This is an optimization exercise on Yosys and OpenROAD, whose aim is a short achievable clock period and few clock cycles, not a production implementation.
Function was checked by simulation only, so behaviour that the tests miss may differ from the original.
No activity file was given, so power comes from the tool's default toggle rates.

// risc_cpu
module risc_cpu (
	input 				clk    ,
	input 				rst    ,
	output wire 		rd     ,
	output wire 		wr     ,
	output wire 		halt   ,
	output wire [12:0] 	addr   ,
	input  wire [7:0] 	data_in ,
	output wire [7:0] 	data_out
);
Size: roughly 2800 cells after synthesis, about 34 I/O pins, ~0.039 mm2 of cells after synthesis.
Settings: LEC_CHECK=0, ABC_CLOCK_PERIOD_IN_PS=1500, CAP_MARGIN=20, CORE_MARGIN=2, CORE_UTILIZATION=35, SETUP_SLACK_MARGIN=2.6, SLEW_MARGIN=20, TNS_END_PERCENT=100; clock period 5.0 ns.
run.sh (not shown) runs the stock make flow with config.mk's settings and CLKGATE_MAP_FILE= SYNTH_SCRIPT=/design/flow/synth_recipe.tcl, a recipe that flattens the netlist after the stock synthesis.
Testbench counts at the start, summed over its fixed seeds: cycles 15,475.
Edit:
CORE_UTILIZATION = 30   (was 35)
SETUP_SLACK_MARGIN = 2.8   (was 2.6)
Outcome: Wire length increases by 4.1%; final cell count increases by 7.2%; via count increases by 2.9%; hold slack is about the same; sequential cell count stays the same; register-to-register slack gains 160 ps; die area increases by 16%; worst setup slack gains 160 ps; synthesized cell count does not change; critical path depth stays the same.
Edit:
ABC_CLOCK_PERIOD_IN_PS = 1200   (was 1500)
CORE_UTILIZATION = 35   (was 30)
SETUP_SLACK_MARGIN = 3.3   (was 2.8)
Area after synthesis stays the same. Maximum frequency came out lower by 5.7%. Sequential cell count does not change. Worst hold slack gains 7.2 ps. Global-route usage came out higher by 4.3 points. Die area came out lower by 14%. Register-to-register slack loses 140 ps. Core utilization came out higher by 9.8 points. Sequential power came out lower by about 1%.
Edit:
ABC_CLOCK_PERIOD_IN_PS = 1500   (was 1200)
CORE_UTILIZATION = 45   (was 35)
SETUP_SLACK_MARGIN = 2.8   (was 3.3)
Clock power goes down by about 3.3%.
Wire length is lower by 7.0%.
Total power goes down by 5.3%.
Fmax goes up by 0.50%.
Setup slack improves by 12 ps.
Combinational power drops by 27%.
Sequential power is about the same.

========
risc_cpu again, from the RTL that the note above started with.
==> flow/config.mk <==
export PLATFORM = sky130hd
export DESIGN_NAME = risc_cpu
export DESIGN_NICKNAME = risc_cpu
export VERILOG_FILES = /design/flow/design.v
export SDC_FILE = /design/flow/constraint.sdc
export NUM_CORES = 4
export LEC_CHECK = 0
export ABC_CLOCK_PERIOD_IN_PS = 1500
export CAP_MARGIN = 20
export CORE_MARGIN = 2
export CORE_UTILIZATION = 35
export SETUP_SLACK_MARGIN = 2.8
export SLEW_MARGIN = 20
export TNS_END_PERCENT = 100
==> flow/constraint.sdc <==
create_clock -name core_clock -period 5.0 [get_ports {clk}]
set_input_delay 1.0000 -clock core_clock [delete_from_list [all_inputs] [get_ports {clk}]]
set_output_delay 1.0000 -clock core_clock [all_outputs]
set_load 0.01 [all_outputs]
Testbench counts at the start, summed over its fixed seeds: cycles 15,475.
Change:
- CORE_UTILIZATION: 35 -> 25
- SETUP_SLACK_MARGIN: 2.8 -> 3.0
Effect: The new run passed the timing, design-rule and antenna checks; total power went up by 5.8%; worst setup slack is worse by 57 ps; final cell count went up by 17%; die area went up by 39%; sequential power hardly moves; combinational power went up by 33%; routed wire length went up by 8.9%.

========
Setup of run 2:
The RTL this note starts from:
==> flow/design.v <==
module risc_cpu (
	input 				clk    ,
	input 				rst    ,
	output wire 		rd     ,
	output wire 		wr     ,
	output wire 		halt   ,
	output wire [12:0] 	addr   ,
	input  wire [7:0] 	data_in ,
	output wire [7:0] 	data_out
);
	localparam [2:0] HLT = 3'b000, SKZ = 3'b001, ADD = 3'b010, ANDD = 3'b011,
	                 XORR = 3'b100, LDA = 3'b101, STO = 3'b110, JMP = 3'b111;
	localparam integer NIDX = 5;
	localparam integer NENT = 1 << NIDX;
	localparam integer TAGW = 13 - NIDX;        
	reg        m_fetch, m_f1, m_data;
	reg [12:0] addr_r;
	reg [12:0] pc;
	reg [NENT-1:0] q;                           
	reg        e_hit;
	reg [7:0]  e_b0, e_b1;
	reg        zflag;
	reg [7:0]  b0_r;
	reg        c_add, c_and, c_xor;             
	reg [7:0]  acc;
	reg        rd_r, wr_r, halt_r;
	reg [7:0]  dout_r;
	reg [NENT-1:0] c_val;
	reg [TAGW-1:0] c_tag [0:NENT-1];
	reg [7:0]      c_b0  [0:NENT-1];
	reg [7:0]      c_b1  [0:NENT-1];
	assign addr     = addr_r;
	assign rd       = rd_r;
	assign wr       = wr_r;
	assign halt     = halt_r;
	assign data_out = dout_r;
	function [TAGW-1:0] tag_of(input [12:0] a);
		tag_of = {a[12:NIDX+1], a[0]};
	endfunction
	function [NENT-1:0] onehot(input [NIDX-1:0] i);
		onehot = {{(NENT-1){1'b0}}, 1'b1} << i;
	endfunction
	function [NENT-1:0] rotl(input [NENT-1:0] v, input integer n);
		rotl = (v << n) | (v >> (NENT - n));
	endfunction
	function [16:0] lookup(input [NENT-1:0] sel, input [NENT-1:0] match);
		integer k;
		reg [15:0] d;
		reg v;
		begin
			d = 0; v = 0;
			for (k = 0; k < NENT; k = k + 1) begin
				if (sel[k]) begin
					d = d | {c_b0[k], c_b1[k]};
					v = v | match[k];
				end
			end
			lookup = {v, d};
		end
	endfunction
	wire        zero    = zflag;
	wire        d_read  = m_data && !wr_r;        
	wire [2:0]  e_op    = e_b0[7:5];
	wire [12:0] e_a     = {e_b0[4:0], e_b1};
	wire [2:0]  in_op   = data_in[7:5];
	wire [2:0]  f1_op   = b0_r[7:5];
	wire [12:0] f1_a    = {b0_r[4:0], data_in};
	wire [12:0] pc_1    = pc + 13'd1;
	wire [12:0] pc_2    = pc + 13'd2;
	wire [12:0] pc_4    = pc + 13'd4;
	wire [NENT-1:0] q_2 = rotl(q, 1);
	wire [NENT-1:0] q_4 = rotl(q, 2);
	wire [NENT-1:0] q_j = onehot(e_a[NIDX:1]);
	wire [NENT-1:0] q_f = onehot(f1_a[NIDX:1]);
	wire [TAGW-1:0] t_cur = tag_of(pc);
	wire [TAGW-1:0] t_nxt = {pc[12:NIDX+1] + 1'b1, pc[0]};
	reg  [NENT-1:0] m_cur, m_nxt;
	integer k;
	always @(*) begin
		for (k = 0; k < NENT; k = k + 1) begin
			m_cur[k] = c_val[k] && (c_tag[k] == t_cur);
			m_nxt[k] = c_val[k] && (c_tag[k] == t_nxt);
		end
	end
	wire [NENT-1:0] m_2 = {m_cur[NENT-1:1], m_nxt[0]};
	wire [16:0] r_2 = lookup(q_2, m_2);
	reg [7:0] alu;
	always @(*) begin
		if (c_add)      alu = acc + data_in;
		else if (c_and) alu = acc & data_in;
		else if (c_xor) alu = acc ^ data_in;
		else            alu = data_in;      
	end
	wire z_add = ((acc ^ data_in) == {acc[6:0] | data_in[6:0], 1'b0});
	wire z_and = ((acc & data_in) == 8'd0);
	wire z_xor = (acc == data_in);
	wire z_lda = (data_in == 8'd0);
	wire z_new = c_add ? z_add : c_and ? z_and : c_xor ? z_xor : z_lda;
	wire c_we = !halt_r && (m_f1 || (m_fetch && (in_op == SKZ)));
	reg            w_en;
	reg [NENT-1:0] w_sel;
	reg [TAGW-1:0] w_tag;
	reg [7:0]      w_b0, w_b1;
	always @(posedge clk) begin
		if (rst) w_en <= 1'b0;
		else     w_en <= c_we;
		w_sel <= q;
		w_tag <= tag_of(pc);
		w_b0  <= m_f1 ? b0_r : data_in;
		w_b1  <= data_in;
	end
	integer i;
	always @(posedge clk) begin
		for (i = 0; i < NENT; i = i + 1) begin
			if (rst) c_val[i] <= 1'b0;
			else if (w_en && w_sel[i]) c_val[i] <= 1'b1;
			if (w_en && w_sel[i]) begin
				c_tag[i] <= w_tag;
				c_b0[i]  <= w_b0;
				c_b1[i]  <= w_b1;
			end
		end
	end
	task go_next(input sel);
		begin
			if (sel) begin
				pc <= pc_4; q <= q_4; e_hit <= 1'b0;
			end else begin
				pc <= pc_2; q <= q_2; {e_hit, e_b0, e_b1} <= r_2;
			end
		end
	endtask
	task start_mem(input [2:0] op, input [12:0] a);
		begin
			m_fetch <= 1'b0;
			m_f1    <= 1'b0;
			m_data  <= 1'b1;
			addr_r  <= a;
			c_add   <= (op == ADD);
			c_and   <= (op == ANDD);
			c_xor   <= (op == XORR);
			if (op == STO) begin
				rd_r   <= 1'b0;
				wr_r   <= 1'b1;
				dout_r <= d_read ? alu : acc;
			end
		end
	endtask
	task to_fetch(input [12:0] a);
		begin
			m_fetch <= 1'b1;
			m_f1    <= 1'b0;
			m_data  <= 1'b0;
			addr_r  <= a;
		end
	endtask
	always @(posedge clk) begin
		if (rst) begin
			m_fetch <= 1'b1;
			m_f1    <= 1'b0;
			m_data  <= 1'b0;
			addr_r  <= 13'd0;
			pc      <= 13'd0;
			q       <= onehot(0);
			e_hit   <= 1'b0;
			zflag   <= 1'b1;
			acc     <= 8'd0;
			rd_r    <= 1'b1;
			wr_r    <= 1'b0;
			halt_r  <= 1'b0;
			dout_r  <= 8'd0;
		end else if (!halt_r) begin
			if (d_read) begin
				acc   <= alu;
				zflag <= z_new;
			end
			rd_r   <= 1'b1;
			wr_r   <= 1'b0;
			dout_r <= 8'd0;
			if (!m_f1 && e_hit) begin
				case (e_op)
					HLT: begin
						halt_r <= 1'b1;
						rd_r   <= 1'b0;
					end
					SKZ: begin
						if (d_read) begin
							to_fetch(pc);             
						end else begin
							to_fetch(zero ? pc_4 : pc_2);
							go_next(zero);
						end
					end
					JMP: begin
						to_fetch(e_a);
						pc    <= e_a;
						q     <= q_j;
						e_hit <= 1'b0;
					end
					default: begin
						start_mem(e_op, e_a);
						go_next(1'b0);
					end
				endcase
			end else if (m_data) begin
				to_fetch(pc);                     
			end else if (m_fetch) begin
				case (in_op)
					HLT: begin
						halt_r <= 1'b1;
						rd_r   <= 1'b0;
					end
					SKZ: begin
						to_fetch(zero ? pc_4 : pc_2);
						go_next(zero);
					end
					default: begin
						m_fetch <= 1'b0;
						m_f1    <= 1'b1;
						b0_r    <= data_in;
						addr_r  <= pc_1;
					end
				endcase
			end else begin
				if (f1_op == JMP) begin
					to_fetch(f1_a);
					pc    <= f1_a;
					q     <= q_f;
					e_hit <= 1'b0;
				end else begin
					start_mem(f1_op, f1_a);
					go_next(1'b0);
				end
			end
		end
	end
endmodule
clock: 5.0 ns
lec_check: 0
abc_clock_period_in_ps: 1300
cap_margin: 20
core_margin: 2
core_utilization: 30
setup_slack_margin: 2.9
slew_margin: 20
tns_end_percent: 100
Testbench counts of run 2, summed over its fixed seeds: cycles 15,475.
#### Input delta (run 3 over run 2)
diff --git a/flow/config.mk b/flow/config.mk
--- a/flow/config.mk
+++ b/flow/config.mk
@@ -8 +8 @@
-export ABC_CLOCK_PERIOD_IN_PS = 1300
+export ABC_CLOCK_PERIOD_IN_PS = 1500
@@ -11,2 +11,4 @@
-export CORE_UTILIZATION = 30
-export SETUP_SLACK_MARGIN = 2.9
+export CORE_UTILIZATION = 35
+export CTS_CLUSTER_DIAMETER = 60
+export CTS_CLUSTER_SIZE = 16
+export SETUP_SLACK_MARGIN = 2.8
Notes after the runs:
- Summary of run 3 over run 2: final cell count without fillers -about 7%; power share of the combinational group decreased by 0.5 points relative to the old numbers; placed standard-cell area moved down; post-CTS repair timing setup buffer count shows a reduction of 38.
- Relative to run 2, the top achievable clock speed of run 3 is higher by about 1.2%.
- Die area: run 3 < run 2

what the ideal ports hide:
No port has a modelled driver above. Below, the same layouts with a new extraction and two added sets of constraints.
Step 1 (the two cells are an assumption about what drives the block):
set clk [get_ports {clk}]
set_driving_cell -lib_cell sky130_fd_sc_hd__clkbuf_16 $clk
set_driving_cell -lib_cell sky130_fd_sc_hd__buf_2 [delete_from_list [all_inputs] $clk]
Step 2, shift: input delay + t, output delay - t, t = (earliest + latest rising clock arrival at the registers) / 2. This alone moves slack from input paths to output paths.
Slacks: ideal ports / drivers / drivers and shift; pairs: ideal ports / drivers.
| run | t (ns) | setup slack, ns | clock arrival spread, ns | worst data-port slew with drivers (ns) | pins driven straight from the clock port |
|---|---|---|---|---|---|
| the first run of note 1 | 0.736 | 2.551 / 2.551 / 1.949 | 0.033 / 0.033 | 0.04 | 1 |
| the second run of note 1 | 0.763 | 2.710 / 2.677 / 2.026 | 0.056 / 0.056 | 0.07 | 1 |
| the third run of note 1 | 0.762 | 2.572 / 2.572 / 1.943 | 0.067 / 0.067 | 0.07 | 1 |
| the fourth run of note 1 | 0.722 | 2.584 / 2.584 / 2.073 | 0.037 / 0.037 | 0.06 | 1 |
| the first run of note 2 | 0.742 | 2.697 / 2.668 / 2.107 | 0.041 / 0.041 | 0.07 | 1 |
| the second run of note 2 | 0.746 | 2.640 / 2.640 / 2.034 | 0.072 / 0.072 | 0.07 | 1 |
| run 2 | 0.733 | 2.627 / 2.627 / 2.011 | 0.070 / 0.070 | 0.06 | 1 |
| run 3 | 0.714 | 2.655 / 2.655 / 2.071 | 0.061 / 0.061 | 0.07 | 1 |
After both steps every run listed still meets setup and hold. The setup slack of the second run of note 1, which loses most, moves by -0.033 ns with the drivers and by -0.684 ns with both steps.
